This is an optimization exercise on Yosys and OpenROAD, whose aim is small area and few clock cycles, not a production implementation.
Function was checked by simulation only, so behaviour that the tests miss may differ from the original.
Power figures rest on the tool's default switching activity, not on a simulated workload.

$ cat flow/run.sh
#!/bin/bash
# Own flow: the standard ORFS flow (standard.sh), with two changes:
#  - synthesis maps the logic with an area-oriented ABC script (flow/abc_area.script) and leaves
#    adders to ABC instead of mapping them to full/half-adder cells; the registers, their
#    names and cells are as in the standard synthesis;
#  - the port buffers are sky130_fd_sc_hd__buf_1 (every input and output port still gets one).
# Each step's full output goes to its own log here (own_synth.log, own_finish.log) and to
# ORFS's logs under orfs/logs.
set -euo pipefail
W=$(pwd)
cp -r "$FLOW_HOME/scripts" "$W/scripts_own"
cp "$W/flow/abc_area.script" "$W/scripts_own/abc_area.script"
bash "$W/standard.sh" SCRIPTS_DIR="$W/scripts_own" ADDER_MAP_FILE= synth > "$W/own_synth.log" 2>&1
bash "$W/standard.sh" "BUFFER_PORTS_ARGS=-buffer_cell sky130_fd_sc_hd__buf_1" finish > "$W/own_finish.log" 2>&1
$ cat flow/abc_area.script
strash
&get -n
&deepsyn -T 30
&put
dch
amap
topo
strash
dch
amap
topo
$ cat standard.sh
#!/bin/bash
# synth_recipe.tcl (not shown) runs the flow's synth.tcl, then flattens the netlist and writes it again
# the make line also repeats each setting of config.mk as NAME=value (left out here)
make -C /OpenROAD-flow-scripts/flow DESIGN_CONFIG=/design/flow/config.mk WORK_HOME=/design/flow/orfs CLKGATE_MAP_FILE= SYNTH_SCRIPT=/design/flow/synth_recipe.tcl "${@:-finish}"
$ cat config.mk
export PLATFORM = sky130hd
export DESIGN_NAME = qdec_ctx_init
export DESIGN_NICKNAME = qdec_ctx_init
export VERILOG_FILES = /design/flow/design.v
export SDC_FILE = /design/flow/constraint.sdc
export NUM_CORES = 4
export LEC_CHECK = 0
export ABC_AREA = 1
export CAP_MARGIN = 20
export CORE_MARGIN = 2
export CORE_UTILIZATION = 35
export GPL_TIMING_DRIVEN = 0
export SLEW_MARGIN = 20
export SYNTH_MEMORY_MAX_BITS = 65536
$ cat constraint.sdc
create_clock -name core_clock -period 10.0 [get_ports {clk}]
set_input_delay 2.0000 -clock core_clock [delete_from_list [all_inputs] [get_ports {clk}]]
set_output_delay 2.0000 -clock core_clock [all_outputs]
set_load 0.01 [all_outputs]
$ cat design.v
module qdec_ctx_init (
    input clk,
    input rst_n,
    input  logic       ctx_init_start,
    input  logic [5:0] qp,
    output logic [9:0] ctx_init_addr,
    output logic [6:0] ctx_init_wdata,
    output logic       ctx_init_we,
    output logic       ctx_init_done_intr
);
function automatic logic [7:0] ctx_init_value_rom(input logic [9:0] i);
    case(i)
    10'd0: ctx_init_value_rom = 8'd153;
    10'd1: ctx_init_value_rom = 8'd153;
    10'd2: ctx_init_value_rom = 8'd153;
    10'd3: ctx_init_value_rom = 8'd153;
    10'd4: ctx_init_value_rom = 8'd153;
    10'd5: ctx_init_value_rom = 8'd153;
    10'd6: ctx_init_value_rom = 8'd200;
    10'd7: ctx_init_value_rom = 8'd185;
    10'd8: ctx_init_value_rom = 8'd160;
    10'd9: ctx_init_value_rom = 8'd200;
    10'd10: ctx_init_value_rom = 8'd185;
    10'd11: ctx_init_value_rom = 8'd160;
    10'd12: ctx_init_value_rom = 8'd139;
    10'd13: ctx_init_value_rom = 8'd141;
    10'd14: ctx_init_value_rom = 8'd157;
    10'd15: ctx_init_value_rom = 8'd107;
    10'd16: ctx_init_value_rom = 8'd139;
    10'd17: ctx_init_value_rom = 8'd126;
    10'd18: ctx_init_value_rom = 8'd107;
    10'd19: ctx_init_value_rom = 8'd139;
    10'd20: ctx_init_value_rom = 8'd126;
    10'd21: ctx_init_value_rom = 8'd154;
    10'd22: ctx_init_value_rom = 8'd154;
    10'd23: ctx_init_value_rom = 8'd154;
    10'd24: ctx_init_value_rom = 8'd197;
    10'd25: ctx_init_value_rom = 8'd185;
    10'd26: ctx_init_value_rom = 8'd201;
    10'd27: ctx_init_value_rom = 8'd197;
    10'd28: ctx_init_value_rom = 8'd185;
    10'd29: ctx_init_value_rom = 8'd201;
    10'd30: ctx_init_value_rom = 8'd149;
    10'd31: ctx_init_value_rom = 8'd134;
    10'd32: ctx_init_value_rom = 8'd184;
    10'd33: ctx_init_value_rom = 8'd154;
    10'd34: ctx_init_value_rom = 8'd139;
    10'd35: ctx_init_value_rom = 8'd154;
    10'd36: ctx_init_value_rom = 8'd154;
    10'd37: ctx_init_value_rom = 8'd154;
    10'd38: ctx_init_value_rom = 8'd139;
    10'd39: ctx_init_value_rom = 8'd154;
    10'd40: ctx_init_value_rom = 8'd154;
    10'd41: ctx_init_value_rom = 8'd184;
    10'd42: ctx_init_value_rom = 8'd154;
    10'd43: ctx_init_value_rom = 8'd183;
    10'd44: ctx_init_value_rom = 8'd63;
    10'd45: ctx_init_value_rom = 8'd152;
    10'd46: ctx_init_value_rom = 8'd152;
    10'd47: ctx_init_value_rom = 8'd79;
    10'd48: ctx_init_value_rom = 8'd79;
    10'd49: ctx_init_value_rom = 8'd110;
    10'd50: ctx_init_value_rom = 8'd154;
    10'd51: ctx_init_value_rom = 8'd122;
    10'd52: ctx_init_value_rom = 8'd137;
    10'd53: ctx_init_value_rom = 8'd95;
    10'd54: ctx_init_value_rom = 8'd79;
    10'd55: ctx_init_value_rom = 8'd63;
    10'd56: ctx_init_value_rom = 8'd31;
    10'd57: ctx_init_value_rom = 8'd31;
    10'd58: ctx_init_value_rom = 8'd95;
    10'd59: ctx_init_value_rom = 8'd79;
    10'd60: ctx_init_value_rom = 8'd63;
    10'd61: ctx_init_value_rom = 8'd31;
    10'd62: ctx_init_value_rom = 8'd31;
    10'd63: ctx_init_value_rom = 8'd153;
    10'd64: ctx_init_value_rom = 8'd153;
    10'd65: ctx_init_value_rom = 8'd153;
    10'd66: ctx_init_value_rom = 8'd153;
    10'd67: ctx_init_value_rom = 8'd153;
    10'd68: ctx_init_value_rom = 8'd153;
    10'd69: ctx_init_value_rom = 8'd153;
    10'd70: ctx_init_value_rom = 8'd153;
    10'd71: ctx_init_value_rom = 8'd168;
    10'd72: ctx_init_value_rom = 8'd168;
    10'd73: ctx_init_value_rom = 8'd168;
    10'd74: ctx_init_value_rom = 8'd168;
    10'd75: ctx_init_value_rom = 8'd153;
    10'd76: ctx_init_value_rom = 8'd138;
    10'd77: ctx_init_value_rom = 8'd138;
    10'd78: ctx_init_value_rom = 8'd124;
    10'd79: ctx_init_value_rom = 8'd138;
    10'd80: ctx_init_value_rom = 8'd94;
    10'd81: ctx_init_value_rom = 8'd224;
    10'd82: ctx_init_value_rom = 8'd167;
    10'd83: ctx_init_value_rom = 8'd122;
    10'd84: ctx_init_value_rom = 8'd111;
    10'd85: ctx_init_value_rom = 8'd141;
    10'd86: ctx_init_value_rom = 8'd153;
    10'd87: ctx_init_value_rom = 8'd111;
    10'd88: ctx_init_value_rom = 8'd153;
    10'd89: ctx_init_value_rom = 8'd111;
    10'd90: ctx_init_value_rom = 8'd94;
    10'd91: ctx_init_value_rom = 8'd138;
    10'd92: ctx_init_value_rom = 8'd182;
    10'd93: ctx_init_value_rom = 8'd154;
    10'd94: ctx_init_value_rom = 8'd149;
    10'd95: ctx_init_value_rom = 8'd107;
    10'd96: ctx_init_value_rom = 8'd167;
    10'd97: ctx_init_value_rom = 8'd154;
    10'd98: ctx_init_value_rom = 8'd149;
    10'd99: ctx_init_value_rom = 8'd92;
    10'd100: ctx_init_value_rom = 8'd167;
    10'd101: ctx_init_value_rom = 8'd154;
    10'd102: ctx_init_value_rom = 8'd154;
    10'd103: ctx_init_value_rom = 8'd154;
    10'd104: ctx_init_value_rom = 8'd154;
    10'd105: ctx_init_value_rom = 8'd94;
    10'd106: ctx_init_value_rom = 8'd138;
    10'd107: ctx_init_value_rom = 8'd182;
    10'd108: ctx_init_value_rom = 8'd154;
    10'd109: ctx_init_value_rom = 8'd149;
    10'd110: ctx_init_value_rom = 8'd107;
    10'd111: ctx_init_value_rom = 8'd167;
    10'd112: ctx_init_value_rom = 8'd154;
    10'd113: ctx_init_value_rom = 8'd149;
    10'd114: ctx_init_value_rom = 8'd92;
    10'd115: ctx_init_value_rom = 8'd167;
    10'd116: ctx_init_value_rom = 8'd154;
    10'd117: ctx_init_value_rom = 8'd154;
    10'd118: ctx_init_value_rom = 8'd154;
    10'd119: ctx_init_value_rom = 8'd154;
    10'd120: ctx_init_value_rom = 8'd140;
    10'd121: ctx_init_value_rom = 8'd198;
    10'd122: ctx_init_value_rom = 8'd169;
    10'd123: ctx_init_value_rom = 8'd198;
    10'd124: ctx_init_value_rom = 8'd140;
    10'd125: ctx_init_value_rom = 8'd198;
    10'd126: ctx_init_value_rom = 8'd169;
    10'd127: ctx_init_value_rom = 8'd198;
    10'd128: ctx_init_value_rom = 8'd154;
    10'd129: ctx_init_value_rom = 8'd154;
    10'd130: ctx_init_value_rom = 8'd154;
    10'd131: ctx_init_value_rom = 8'd154;
    10'd132: ctx_init_value_rom = 8'd154;
    10'd133: ctx_init_value_rom = 8'd154;
    10'd134: ctx_init_value_rom = 8'd139;
    10'd135: ctx_init_value_rom = 8'd139;
    10'd136: ctx_init_value_rom = 8'd139;
    10'd137: ctx_init_value_rom = 8'd139;
    10'd138: ctx_init_value_rom = 8'd139;
    10'd139: ctx_init_value_rom = 8'd139;
    10'd140: ctx_init_value_rom = 8'd110;
    10'd141: ctx_init_value_rom = 8'd110;
    10'd142: ctx_init_value_rom = 8'd124;
    10'd143: ctx_init_value_rom = 8'd125;
    10'd144: ctx_init_value_rom = 8'd140;
    10'd145: ctx_init_value_rom = 8'd153;
    10'd146: ctx_init_value_rom = 8'd125;
    10'd147: ctx_init_value_rom = 8'd127;
    10'd148: ctx_init_value_rom = 8'd140;
    10'd149: ctx_init_value_rom = 8'd109;
    10'd150: ctx_init_value_rom = 8'd111;
    10'd151: ctx_init_value_rom = 8'd143;
    10'd152: ctx_init_value_rom = 8'd127;
    10'd153: ctx_init_value_rom = 8'd111;
    10'd154: ctx_init_value_rom = 8'd79;
    10'd155: ctx_init_value_rom = 8'd108;
    10'd156: ctx_init_value_rom = 8'd123;
    10'd157: ctx_init_value_rom = 8'd63;
    10'd158: ctx_init_value_rom = 8'd125;
    10'd159: ctx_init_value_rom = 8'd110;
    10'd160: ctx_init_value_rom = 8'd94;
    10'd161: ctx_init_value_rom = 8'd110;
    10'd162: ctx_init_value_rom = 8'd95;
    10'd163: ctx_init_value_rom = 8'd79;
    10'd164: ctx_init_value_rom = 8'd125;
    10'd165: ctx_init_value_rom = 8'd111;
    10'd166: ctx_init_value_rom = 8'd110;
    10'd167: ctx_init_value_rom = 8'd78;
    10'd168: ctx_init_value_rom = 8'd110;
    10'd169: ctx_init_value_rom = 8'd111;
    10'd170: ctx_init_value_rom = 8'd111;
    10'd171: ctx_init_value_rom = 8'd95;
    10'd172: ctx_init_value_rom = 8'd94;
    10'd173: ctx_init_value_rom = 8'd108;
    10'd174: ctx_init_value_rom = 8'd123;
    10'd175: ctx_init_value_rom = 8'd108;
    10'd176: ctx_init_value_rom = 8'd125;
    10'd177: ctx_init_value_rom = 8'd110;
    10'd178: ctx_init_value_rom = 8'd124;
    10'd179: ctx_init_value_rom = 8'd110;
    10'd180: ctx_init_value_rom = 8'd95;
    10'd181: ctx_init_value_rom = 8'd94;
    10'd182: ctx_init_value_rom = 8'd125;
    10'd183: ctx_init_value_rom = 8'd111;
    10'd184: ctx_init_value_rom = 8'd111;
    10'd185: ctx_init_value_rom = 8'd79;
    10'd186: ctx_init_value_rom = 8'd125;
    10'd187: ctx_init_value_rom = 8'd126;
    10'd188: ctx_init_value_rom = 8'd111;
    10'd189: ctx_init_value_rom = 8'd111;
    10'd190: ctx_init_value_rom = 8'd79;
    10'd191: ctx_init_value_rom = 8'd108;
    10'd192: ctx_init_value_rom = 8'd123;
    10'd193: ctx_init_value_rom = 8'd93;
    10'd194: ctx_init_value_rom = 8'd110;
    10'd195: ctx_init_value_rom = 8'd110;
    10'd196: ctx_init_value_rom = 8'd124;
    10'd197: ctx_init_value_rom = 8'd125;
    10'd198: ctx_init_value_rom = 8'd140;
    10'd199: ctx_init_value_rom = 8'd153;
    10'd200: ctx_init_value_rom = 8'd125;
    10'd201: ctx_init_value_rom = 8'd127;
    10'd202: ctx_init_value_rom = 8'd140;
    10'd203: ctx_init_value_rom = 8'd109;
    10'd204: ctx_init_value_rom = 8'd111;
    10'd205: ctx_init_value_rom = 8'd143;
    10'd206: ctx_init_value_rom = 8'd127;
    10'd207: ctx_init_value_rom = 8'd111;
    10'd208: ctx_init_value_rom = 8'd79;
    10'd209: ctx_init_value_rom = 8'd108;
    10'd210: ctx_init_value_rom = 8'd123;
    10'd211: ctx_init_value_rom = 8'd63;
    10'd212: ctx_init_value_rom = 8'd125;
    10'd213: ctx_init_value_rom = 8'd110;
    10'd214: ctx_init_value_rom = 8'd94;
    10'd215: ctx_init_value_rom = 8'd110;
    10'd216: ctx_init_value_rom = 8'd95;
    10'd217: ctx_init_value_rom = 8'd79;
    10'd218: ctx_init_value_rom = 8'd125;
    10'd219: ctx_init_value_rom = 8'd111;
    10'd220: ctx_init_value_rom = 8'd110;
    10'd221: ctx_init_value_rom = 8'd78;
    10'd222: ctx_init_value_rom = 8'd110;
    10'd223: ctx_init_value_rom = 8'd111;
    10'd224: ctx_init_value_rom = 8'd111;
    10'd225: ctx_init_value_rom = 8'd95;
    10'd226: ctx_init_value_rom = 8'd94;
    10'd227: ctx_init_value_rom = 8'd108;
    10'd228: ctx_init_value_rom = 8'd123;
    10'd229: ctx_init_value_rom = 8'd108;
    10'd230: ctx_init_value_rom = 8'd125;
    10'd231: ctx_init_value_rom = 8'd110;
    10'd232: ctx_init_value_rom = 8'd124;
    10'd233: ctx_init_value_rom = 8'd110;
    10'd234: ctx_init_value_rom = 8'd95;
    10'd235: ctx_init_value_rom = 8'd94;
    10'd236: ctx_init_value_rom = 8'd125;
    10'd237: ctx_init_value_rom = 8'd111;
    10'd238: ctx_init_value_rom = 8'd111;
    10'd239: ctx_init_value_rom = 8'd79;
    10'd240: ctx_init_value_rom = 8'd125;
    10'd241: ctx_init_value_rom = 8'd126;
    10'd242: ctx_init_value_rom = 8'd111;
    10'd243: ctx_init_value_rom = 8'd111;
    10'd244: ctx_init_value_rom = 8'd79;
    10'd245: ctx_init_value_rom = 8'd108;
    10'd246: ctx_init_value_rom = 8'd123;
    10'd247: ctx_init_value_rom = 8'd93;
    10'd248: ctx_init_value_rom = 8'd91;
    10'd249: ctx_init_value_rom = 8'd171;
    10'd250: ctx_init_value_rom = 8'd134;
    10'd251: ctx_init_value_rom = 8'd141;
    10'd252: ctx_init_value_rom = 8'd121;
    10'd253: ctx_init_value_rom = 8'd140;
    10'd254: ctx_init_value_rom = 8'd61;
    10'd255: ctx_init_value_rom = 8'd154;
    10'd256: ctx_init_value_rom = 8'd121;
    10'd257: ctx_init_value_rom = 8'd140;
    10'd258: ctx_init_value_rom = 8'd61;
    10'd259: ctx_init_value_rom = 8'd154;
    10'd260: ctx_init_value_rom = 8'd111;
    10'd261: ctx_init_value_rom = 8'd111;
    10'd262: ctx_init_value_rom = 8'd125;
    10'd263: ctx_init_value_rom = 8'd110;
    10'd264: ctx_init_value_rom = 8'd110;
    10'd265: ctx_init_value_rom = 8'd94;
    10'd266: ctx_init_value_rom = 8'd124;
    10'd267: ctx_init_value_rom = 8'd108;
    10'd268: ctx_init_value_rom = 8'd124;
    10'd269: ctx_init_value_rom = 8'd107;
    10'd270: ctx_init_value_rom = 8'd125;
    10'd271: ctx_init_value_rom = 8'd141;
    10'd272: ctx_init_value_rom = 8'd179;
    10'd273: ctx_init_value_rom = 8'd153;
    10'd274: ctx_init_value_rom = 8'd125;
    10'd275: ctx_init_value_rom = 8'd107;
    10'd276: ctx_init_value_rom = 8'd125;
    10'd277: ctx_init_value_rom = 8'd141;
    10'd278: ctx_init_value_rom = 8'd179;
    10'd279: ctx_init_value_rom = 8'd153;
    10'd280: ctx_init_value_rom = 8'd125;
    10'd281: ctx_init_value_rom = 8'd107;
    10'd282: ctx_init_value_rom = 8'd125;
    10'd283: ctx_init_value_rom = 8'd141;
    10'd284: ctx_init_value_rom = 8'd179;
    10'd285: ctx_init_value_rom = 8'd153;
    10'd286: ctx_init_value_rom = 8'd125;
    10'd287: ctx_init_value_rom = 8'd140;
    10'd288: ctx_init_value_rom = 8'd139;
    10'd289: ctx_init_value_rom = 8'd182;
    10'd290: ctx_init_value_rom = 8'd182;
    10'd291: ctx_init_value_rom = 8'd152;
    10'd292: ctx_init_value_rom = 8'd136;
    10'd293: ctx_init_value_rom = 8'd152;
    10'd294: ctx_init_value_rom = 8'd136;
    10'd295: ctx_init_value_rom = 8'd153;
    10'd296: ctx_init_value_rom = 8'd136;
    10'd297: ctx_init_value_rom = 8'd139;
    10'd298: ctx_init_value_rom = 8'd111;
    10'd299: ctx_init_value_rom = 8'd136;
    10'd300: ctx_init_value_rom = 8'd139;
    10'd301: ctx_init_value_rom = 8'd111;
    10'd302: ctx_init_value_rom = 8'd155;
    10'd303: ctx_init_value_rom = 8'd154;
    10'd304: ctx_init_value_rom = 8'd139;
    10'd305: ctx_init_value_rom = 8'd153;
    10'd306: ctx_init_value_rom = 8'd139;
    10'd307: ctx_init_value_rom = 8'd123;
    10'd308: ctx_init_value_rom = 8'd123;
    10'd309: ctx_init_value_rom = 8'd63;
    10'd310: ctx_init_value_rom = 8'd153;
    10'd311: ctx_init_value_rom = 8'd166;
    10'd312: ctx_init_value_rom = 8'd183;
    10'd313: ctx_init_value_rom = 8'd140;
    10'd314: ctx_init_value_rom = 8'd136;
    10'd315: ctx_init_value_rom = 8'd153;
    10'd316: ctx_init_value_rom = 8'd154;
    10'd317: ctx_init_value_rom = 8'd166;
    10'd318: ctx_init_value_rom = 8'd183;
    10'd319: ctx_init_value_rom = 8'd140;
    10'd320: ctx_init_value_rom = 8'd136;
    10'd321: ctx_init_value_rom = 8'd153;
    10'd322: ctx_init_value_rom = 8'd154;
    10'd323: ctx_init_value_rom = 8'd166;
    10'd324: ctx_init_value_rom = 8'd183;
    10'd325: ctx_init_value_rom = 8'd140;
    10'd326: ctx_init_value_rom = 8'd136;
    10'd327: ctx_init_value_rom = 8'd153;
    10'd328: ctx_init_value_rom = 8'd154;
    10'd329: ctx_init_value_rom = 8'd170;
    10'd330: ctx_init_value_rom = 8'd153;
    10'd331: ctx_init_value_rom = 8'd123;
    10'd332: ctx_init_value_rom = 8'd123;
    10'd333: ctx_init_value_rom = 8'd107;
    10'd334: ctx_init_value_rom = 8'd121;
    10'd335: ctx_init_value_rom = 8'd107;
    10'd336: ctx_init_value_rom = 8'd121;
    10'd337: ctx_init_value_rom = 8'd167;
    10'd338: ctx_init_value_rom = 8'd151;
    10'd339: ctx_init_value_rom = 8'd183;
    10'd340: ctx_init_value_rom = 8'd140;
    10'd341: ctx_init_value_rom = 8'd151;
    10'd342: ctx_init_value_rom = 8'd183;
    10'd343: ctx_init_value_rom = 8'd140;
    10'd344: ctx_init_value_rom = 8'd170;
    10'd345: ctx_init_value_rom = 8'd154;
    10'd346: ctx_init_value_rom = 8'd139;
    10'd347: ctx_init_value_rom = 8'd153;
    10'd348: ctx_init_value_rom = 8'd139;
    10'd349: ctx_init_value_rom = 8'd123;
    10'd350: ctx_init_value_rom = 8'd123;
    10'd351: ctx_init_value_rom = 8'd63;
    10'd352: ctx_init_value_rom = 8'd124;
    10'd353: ctx_init_value_rom = 8'd166;
    10'd354: ctx_init_value_rom = 8'd183;
    10'd355: ctx_init_value_rom = 8'd140;
    10'd356: ctx_init_value_rom = 8'd136;
    10'd357: ctx_init_value_rom = 8'd153;
    10'd358: ctx_init_value_rom = 8'd154;
    10'd359: ctx_init_value_rom = 8'd166;
    10'd360: ctx_init_value_rom = 8'd183;
    10'd361: ctx_init_value_rom = 8'd140;
    10'd362: ctx_init_value_rom = 8'd136;
    10'd363: ctx_init_value_rom = 8'd153;
    10'd364: ctx_init_value_rom = 8'd154;
    10'd365: ctx_init_value_rom = 8'd166;
    10'd366: ctx_init_value_rom = 8'd183;
    10'd367: ctx_init_value_rom = 8'd140;
    10'd368: ctx_init_value_rom = 8'd136;
    10'd369: ctx_init_value_rom = 8'd153;
    10'd370: ctx_init_value_rom = 8'd154;
    10'd371: ctx_init_value_rom = 8'd170;
    10'd372: ctx_init_value_rom = 8'd153;
    10'd373: ctx_init_value_rom = 8'd138;
    10'd374: ctx_init_value_rom = 8'd138;
    10'd375: ctx_init_value_rom = 8'd122;
    10'd376: ctx_init_value_rom = 8'd121;
    10'd377: ctx_init_value_rom = 8'd122;
    10'd378: ctx_init_value_rom = 8'd121;
    10'd379: ctx_init_value_rom = 8'd167;
    10'd380: ctx_init_value_rom = 8'd151;
    10'd381: ctx_init_value_rom = 8'd183;
    10'd382: ctx_init_value_rom = 8'd140;
    10'd383: ctx_init_value_rom = 8'd151;
    10'd384: ctx_init_value_rom = 8'd183;
    10'd385: ctx_init_value_rom = 8'd140;
    10'd386: ctx_init_value_rom = 8'd141;
    10'd387: ctx_init_value_rom = 8'd111;
    10'd388: ctx_init_value_rom = 8'd140;
    10'd389: ctx_init_value_rom = 8'd140;
    10'd390: ctx_init_value_rom = 8'd140;
    10'd391: ctx_init_value_rom = 8'd140;
    10'd392: ctx_init_value_rom = 8'd140;
    10'd393: ctx_init_value_rom = 8'd92;
    10'd394: ctx_init_value_rom = 8'd137;
    10'd395: ctx_init_value_rom = 8'd138;
    10'd396: ctx_init_value_rom = 8'd140;
    10'd397: ctx_init_value_rom = 8'd152;
    10'd398: ctx_init_value_rom = 8'd138;
    10'd399: ctx_init_value_rom = 8'd139;
    10'd400: ctx_init_value_rom = 8'd153;
    10'd401: ctx_init_value_rom = 8'd74;
    10'd402: ctx_init_value_rom = 8'd149;
    10'd403: ctx_init_value_rom = 8'd92;
    10'd404: ctx_init_value_rom = 8'd139;
    10'd405: ctx_init_value_rom = 8'd107;
    10'd406: ctx_init_value_rom = 8'd122;
    10'd407: ctx_init_value_rom = 8'd152;
    10'd408: ctx_init_value_rom = 8'd140;
    10'd409: ctx_init_value_rom = 8'd179;
    10'd410: ctx_init_value_rom = 8'd166;
    10'd411: ctx_init_value_rom = 8'd182;
    10'd412: ctx_init_value_rom = 8'd140;
    10'd413: ctx_init_value_rom = 8'd227;
    10'd414: ctx_init_value_rom = 8'd122;
    10'd415: ctx_init_value_rom = 8'd197;
    10'd416: ctx_init_value_rom = 8'd154;
    10'd417: ctx_init_value_rom = 8'd196;
    10'd418: ctx_init_value_rom = 8'd196;
    10'd419: ctx_init_value_rom = 8'd167;
    10'd420: ctx_init_value_rom = 8'd154;
    10'd421: ctx_init_value_rom = 8'd152;
    10'd422: ctx_init_value_rom = 8'd167;
    10'd423: ctx_init_value_rom = 8'd182;
    10'd424: ctx_init_value_rom = 8'd182;
    10'd425: ctx_init_value_rom = 8'd134;
    10'd426: ctx_init_value_rom = 8'd149;
    10'd427: ctx_init_value_rom = 8'd136;
    10'd428: ctx_init_value_rom = 8'd153;
    10'd429: ctx_init_value_rom = 8'd121;
    10'd430: ctx_init_value_rom = 8'd136;
    10'd431: ctx_init_value_rom = 8'd137;
    10'd432: ctx_init_value_rom = 8'd169;
    10'd433: ctx_init_value_rom = 8'd194;
    10'd434: ctx_init_value_rom = 8'd166;
    10'd435: ctx_init_value_rom = 8'd167;
    10'd436: ctx_init_value_rom = 8'd154;
    10'd437: ctx_init_value_rom = 8'd167;
    10'd438: ctx_init_value_rom = 8'd137;
    10'd439: ctx_init_value_rom = 8'd182;
    10'd440: ctx_init_value_rom = 8'd154;
    10'd441: ctx_init_value_rom = 8'd196;
    10'd442: ctx_init_value_rom = 8'd167;
    10'd443: ctx_init_value_rom = 8'd167;
    10'd444: ctx_init_value_rom = 8'd154;
    10'd445: ctx_init_value_rom = 8'd152;
    10'd446: ctx_init_value_rom = 8'd167;
    10'd447: ctx_init_value_rom = 8'd182;
    10'd448: ctx_init_value_rom = 8'd182;
    10'd449: ctx_init_value_rom = 8'd134;
    10'd450: ctx_init_value_rom = 8'd149;
    10'd451: ctx_init_value_rom = 8'd136;
    10'd452: ctx_init_value_rom = 8'd153;
    10'd453: ctx_init_value_rom = 8'd121;
    10'd454: ctx_init_value_rom = 8'd136;
    10'd455: ctx_init_value_rom = 8'd122;
    10'd456: ctx_init_value_rom = 8'd169;
    10'd457: ctx_init_value_rom = 8'd208;
    10'd458: ctx_init_value_rom = 8'd166;
    10'd459: ctx_init_value_rom = 8'd167;
    10'd460: ctx_init_value_rom = 8'd154;
    10'd461: ctx_init_value_rom = 8'd152;
    10'd462: ctx_init_value_rom = 8'd167;
    10'd463: ctx_init_value_rom = 8'd182;
    10'd464: ctx_init_value_rom = 8'd138;
    10'd465: ctx_init_value_rom = 8'd153;
    10'd466: ctx_init_value_rom = 8'd136;
    10'd467: ctx_init_value_rom = 8'd167;
    10'd468: ctx_init_value_rom = 8'd152;
    10'd469: ctx_init_value_rom = 8'd152;
    10'd470: ctx_init_value_rom = 8'd107;
    10'd471: ctx_init_value_rom = 8'd167;
    10'd472: ctx_init_value_rom = 8'd91;
    10'd473: ctx_init_value_rom = 8'd122;
    10'd474: ctx_init_value_rom = 8'd107;
    10'd475: ctx_init_value_rom = 8'd167;
    10'd476: ctx_init_value_rom = 8'd107;
    10'd477: ctx_init_value_rom = 8'd167;
    10'd478: ctx_init_value_rom = 8'd91;
    10'd479: ctx_init_value_rom = 8'd107;
    10'd480: ctx_init_value_rom = 8'd107;
    10'd481: ctx_init_value_rom = 8'd167;
    10'd482: ctx_init_value_rom = 8'd139;
    10'd483: ctx_init_value_rom = 8'd139;
    10'd484: ctx_init_value_rom = 8'd139;
    10'd485: ctx_init_value_rom = 8'd139;
    10'd486: ctx_init_value_rom = 8'd139;
    10'd487: ctx_init_value_rom = 8'd139;
    10'd488: ctx_init_value_rom = 8'd139;
    10'd489: ctx_init_value_rom = 8'd139;
    10'd490: ctx_init_value_rom = 8'd154;
    10'd491: ctx_init_value_rom = 8'd154;
    10'd492: ctx_init_value_rom = 8'd154;
    10'd493: ctx_init_value_rom = 8'd154;
    10'd494: ctx_init_value_rom = 8'd154;
    10'd495: ctx_init_value_rom = 8'd154;
    10'd496: ctx_init_value_rom = 8'd154;
    10'd497: ctx_init_value_rom = 8'd154;
    10'd498: ctx_init_value_rom = 8'd154;
    10'd499: ctx_init_value_rom = 8'd154;
    10'd500: ctx_init_value_rom = 8'd154;
    10'd501: ctx_init_value_rom = 8'd154;
    10'd502: ctx_init_value_rom = 8'd154;
    10'd503: ctx_init_value_rom = 8'd154;
    10'd504: ctx_init_value_rom = 8'd154;
    10'd505: ctx_init_value_rom = 8'd154;
    10'd506: ctx_init_value_rom = 8'd154;
    10'd507: ctx_init_value_rom = 8'd154;
    10'd508: ctx_init_value_rom = 8'd154;
    10'd509: ctx_init_value_rom = 8'd154;
    10'd510: ctx_init_value_rom = 8'd154;
    10'd511: ctx_init_value_rom = 8'd154;
    10'd512: ctx_init_value_rom = 8'd154;
    10'd513: ctx_init_value_rom = 8'd154;
    10'd514: ctx_init_value_rom = 8'd154;
    10'd515: ctx_init_value_rom = 8'd154;
    10'd516: ctx_init_value_rom = 8'd154;
    10'd517: ctx_init_value_rom = 8'd154;
    10'd518: ctx_init_value_rom = 8'd154;
    10'd519: ctx_init_value_rom = 8'd154;
    10'd520: ctx_init_value_rom = 8'd154;
    10'd521: ctx_init_value_rom = 8'd154;
    10'd522: ctx_init_value_rom = 8'd154;
    10'd523: ctx_init_value_rom = 8'd154;
    10'd524: ctx_init_value_rom = 8'd154;
    10'd525: ctx_init_value_rom = 8'd154;
    10'd526: ctx_init_value_rom = 8'd154;
    10'd527: ctx_init_value_rom = 8'd154;
    10'd528: ctx_init_value_rom = 8'd154;
    10'd529: ctx_init_value_rom = 8'd154;
    10'd530: ctx_init_value_rom = 8'd154;
    10'd531: ctx_init_value_rom = 8'd154;
    10'd532: ctx_init_value_rom = 8'd154;
    10'd533: ctx_init_value_rom = 8'd154;
    10'd534: ctx_init_value_rom = 8'd154;
    10'd535: ctx_init_value_rom = 8'd154;
    10'd536: ctx_init_value_rom = 8'd154;
    10'd537: ctx_init_value_rom = 8'd154;
    10'd538: ctx_init_value_rom = 8'd154;
    10'd539: ctx_init_value_rom = 8'd154;
    10'd540: ctx_init_value_rom = 8'd154;
    10'd541: ctx_init_value_rom = 8'd154;
    10'd542: ctx_init_value_rom = 8'd154;
    10'd543: ctx_init_value_rom = 8'd154;
    10'd544: ctx_init_value_rom = 8'd154;
    10'd545: ctx_init_value_rom = 8'd154;
    10'd546: ctx_init_value_rom = 8'd154;
    10'd547: ctx_init_value_rom = 8'd154;
    10'd548: ctx_init_value_rom = 8'd154;
    10'd549: ctx_init_value_rom = 8'd154;
    10'd550: ctx_init_value_rom = 8'd154;
    10'd551: ctx_init_value_rom = 8'd154;
    10'd552: ctx_init_value_rom = 8'd154;
    10'd553: ctx_init_value_rom = 8'd154;
    10'd554: ctx_init_value_rom = 8'd154;
    10'd555: ctx_init_value_rom = 8'd154;
    10'd556: ctx_init_value_rom = 8'd154;
    10'd557: ctx_init_value_rom = 8'd154;
    10'd558: ctx_init_value_rom = 8'd154;
    10'd559: ctx_init_value_rom = 8'd154;
    10'd560: ctx_init_value_rom = 8'd154;
    10'd561: ctx_init_value_rom = 8'd154;
    10'd562: ctx_init_value_rom = 8'd154;
    10'd563: ctx_init_value_rom = 8'd154;
    10'd564: ctx_init_value_rom = 8'd154;
    10'd565: ctx_init_value_rom = 8'd154;
    10'd566: ctx_init_value_rom = 8'd154;
    default: ctx_init_value_rom = 8'd0;
    endcase
endfunction
logic [9:0] cnt, cnt_dec;
logic       run;
logic       last;
assign last    = (cnt == 10'd0);
assign cnt_dec = cnt - 10'd1;
always_ff @(posedge clk)
    if (ctx_init_start) cnt <= 10'd566;
    else cnt <= cnt_dec;
always_ff @(posedge clk)
    if (!rst_n) run <= 1'b0;
    else run <= ctx_init_start | (run & ~last);
logic [7:0] init_value_next;
logic [3:0] slope_u, offset_r;
assign init_value_next = ctx_init_value_rom(cnt_dec);
assign slope_u  = init_value_next[7:4] + 4'd7;
assign offset_r = init_value_next[3:0];
logic [12:0] qp3;
logic [12:0] ua, ub;
logic [12:0] uq;
logic [12:0] y;
logic [8:0]  yq;
logic [6:0]  pre_c;
assign qp3 = {7'd0, qp} + {6'd0, qp, 1'b0};
always_comb
    case (slope_u[1:0])
    2'd0: ua = 13'd0;
    2'd1: ua = {7'd0, qp};
    2'd2: ua = {6'd0, qp, 1'b0};
    default: ua = qp3;
    endcase
always_comb
    case (slope_u[3:2])
    2'd0: ub = 13'd0;
    2'd1: ub = {5'd0, qp, 2'b00};
    2'd2: ub = 13'd0 - {4'd0, qp, 3'b000};
    default: ub = 13'd0 - {5'd0, qp, 2'b00};
    endcase
assign uq    = ua + ub;
assign y     = uq + {uq[10:0], 2'b00} + {2'd0, offset_r, 7'd0} + 13'd4096;
assign yq    = y[12:4];
assign pre_c = (yq < 9'd273) ? 7'd1 : (yq > 9'd398) ? 7'd126 : (yq[6:0] - 7'd16);
logic [6:0] wdata_r;
always_ff @(posedge clk)
    if (ctx_init_start) wdata_r <= 7'd1;
    else wdata_r <= {pre_c[5:0] ^ {6{~pre_c[6]}}, pre_c[6]};
assign ctx_init_addr      = cnt;
assign ctx_init_wdata     = wdata_r;
assign ctx_init_we        = run;
assign ctx_init_done_intr = run & last;
endmodule
==> run notes <==
## per-stage QoR
step / TNS, ns / instances
finish: 0 / 1047
floorplan: 0 / 833
global route: -0.0624 / 1046
detailed placement: -12.34 / 1031
CTS: 0 / 1035
global placement: -32.40 / 1028
## where the power goes
part / total [mW] / switching, mW / internal (mW)
Sequential: 0.102 / 0.0151 / 0.0865
Clock: 0.0922 / 0.0311 / 0.0610
Combinational: 0.423 / 0.301 / 0.122
## final cells by class
type | instances | area, sq um | share of cell area
Multi-Input combinational cell | 726 | 3840 | 0.749
Inverter | 90 | 379 | 0.0740
Sequential cell | 18 | 377 | 0.0735
Timing Repair Buffer | 40 | 230 | 0.0449
Tap cell | 168 | 210 | 0.0410
Clock buffer | 4 | 88.8 | 0.0173
Antenna cell | 1 | 2.50 | 0.000488
## cell usage after synthesis (3+ instances only)
cell type  count
o41ai_1        3
a21oi_1       67
o21a_1        12
o22a_1        11
a2111oi_0      6
nor4_1        10
a211oi_1      13
o221ai_1       8
or2_0          7
nor2_1       266
o32ai_1        8
nand2_1       66
a22oi_1        5
o311ai_0       4
or3_1          6
a31oi_1       23
nor2b_1        3
clkinv_1      90
a21o_1         8
a311oi_1       5
o21ai_0       75
o32a_1         4
o22ai_1       19
dfxtp_1       18
a221oi_1       7
o31ai_1        3
nand3_1       11
nor3_1        64
## worst paths after layout
kind / end / slack (ns) / depth (start not counted)
max: wdata_r[6] / 0.47 / 53
min: run / 0.61 / 3
max reg2reg: wdata_r[6] / 0.47 / 53
min reg2reg: run / 0.61 / 3
## worst register-to-register path: cells and delay by family (launching register included)
kind | cells | cell delay, ns
and+or+nand+nor | 31 | 4.67
AOI/OAI and AO/OA | 13 | 2.41
DFF | 1 | 0.48
buffers and inverters | 9 | 1.83
## logic make-up after synthesis
kind of cell              count (synthesis)  share of synthesized area
AOI/OAI and AO/OA                       287                      0.421
xor gates and xnor gates                  1                    0.00201
buffers and inverters                    90                     0.0777
DFF                                      18                     0.0828
and+or+nand+nor                         437                      0.417
## layer usage
metal	up-vias	GRT usage
met5	-	0
met4	0	0.259
met3	250	0.167
met2	814	0.615
met1	3266	0.559
li1	3150	-
## sequential cells by signal (all words and copies together) (netlist names)
register / flops
wdata_r: 7
run: 1
cnt: 10
## what timing repair did
item / in CTS / in global routing
pin swaps: 0 / 7
gates cloned: 0 / 1
resized for setup: 30 / 42
endpoints found under the setup margin: 7 / 7
buffers inserted: 0 / 10
==> run notes <==
CP most frequent cell=nor2_1; Layout Nets=888; slew at the pin with the worst max-slew slack=1.13 ns; synth top area cells=nor2_1 (23%), o21ai_0 (8.6%), dfxtp_1 (8.3%); number of synthesized register bits=18; CP delay by family, top=simple AND/OR/NAND/NOR gates; Via density=7.14; Yosys warnings=1; hold buffers post-CTS=0; Global Route Usage Sum=0.436; Root Driver=clkbuf_16; fmax=105 MHz; CP max FO=29; most frequent cells in the layout=nor2_1 (248), clkinv_1 (72), o21ai_0 (69); Remaining DRCs=0; Fin Clk Skew=0.00248 ns; Max-cap violations=0; critical path class=reg -> reg; ANT nets after route=0; Post-DP Area=4730 sq um; Top Metal Used=met4; Die ar.=13300 sq um; total CTS buffers=3; share of cells above drive strength 1=0.0831; Power Total=617 uW; CTS sink count=18; H-tree levels=1; Area Overhead vs Synth=17.8%; Core Footprint=12100 sq um; pre-CTS setup slack=-1.89 ns; Post-Synthesis Cells=833; Post-DP HPWL=21.3 mm; Hold Startpoint=run; peak supply drop=0.0867 mV; drt first pass iters=14; DR vias=7480; startpoint types=register; Iter 0 DRT Violations=1361; Critical Path RT=10.10 ns; Hold Worst Slack=0.615 ns; Post-Syn Area=4350 sq um; Final WS setup=0.467 ns; top cell type by total area after synthesis=nor2_1; status=no timing/DRC/antenna violations; R2R Path Start=cnt[3]; post-route design area=5120 sq um; Mapped Avg Cell Area=5.22 sq um; met3 wire length=4.87 mm; Worst Path Arrival=9.64 ns; Layout Utilization=0.425; met1 WL=10.4 mm; Pwr Density=120 nW/um^2; Slew HR=0.241; count of final setup violators=0; top-area cell type share of the netlist area=0.230; CTS tree=built; IO buf count=27; Final Max Slew Viols=0; CP Buf/Inv Count=9; Post-synth EDFFs=0; worst hold path type=reg -> reg; first-pass GRT wire length=42.5 mm; CTS clk-pin slew, worst paths=0.06 ns; Hold Vio Cnt, Final=0; Async S/R FF share, synth=0; Die Height=115 um; sequential share of the synthesized area=0.0828; initial antenna violation count=1; Fill cells=1400; Rows=40; Final period util=0.953; Worst setup EP type=register; Crit. Startpoint=cnt[3]; top_reg_cell synth=dfxtp_1; critical path's largest stage delay=0.48 ns; largest net degree at the start of global routing=39; IO Count=28; routed wl met2=11.2 mm; post-synth net total=842; CP max stage cell=dfxtp_4; die span in x=115 um; wire length per cell=28.0 um; leakage power figure=1.74 nW; fin crit period=9.53 ns; drt total wl=29.4 mm; number of global-route vias before repair=6630; synth unique cells=39; clk latency of the worst-skew pair=0.26 ns; routability congestion estimate from global placement=1.15; commonest non-fill, non-tap cell in the layout=nor2_1; Congestion Overflow GR=0; clk buf depth=2; Initial Util=0.361
Testbench counts, summed over its fixed seeds: cycles 36,296.

-- re-timing with driven ports --
The results above use ideal ports. As a check the final layout listed here was re-extracted and re-timed, cells and wires unchanged.
Step 1 (the two cells are an assumption about what drives the block):
set clk [get_ports {clk}]
set_driving_cell -lib_cell sky130_fd_sc_hd__clkbuf_16 $clk
set_driving_cell -lib_cell sky130_fd_sc_hd__buf_2 [delete_from_list [all_inputs] $clk]
Step 2 times the ports against the registers' clock, not the clock port: input delays grow and output delays shrink by t, the midpoint of the rising clock arrivals with the driver on.
Three values: no drivers, after step 1, after step 2; two values: the first two.
t (ns): 0.281
slack for setup (ns): 0.467 / 0.466 / 0.466
hold slack, ns: 0.615 / 0.615 / 0.615
worst setup path after step 2: register to register
worst data-port slew with drivers (ns): 0.03
After both steps setup and hold are still met in this run. For this run, drivers alone change the setup slack by -0.001 ns; drivers and shift together by -0.001 ns.
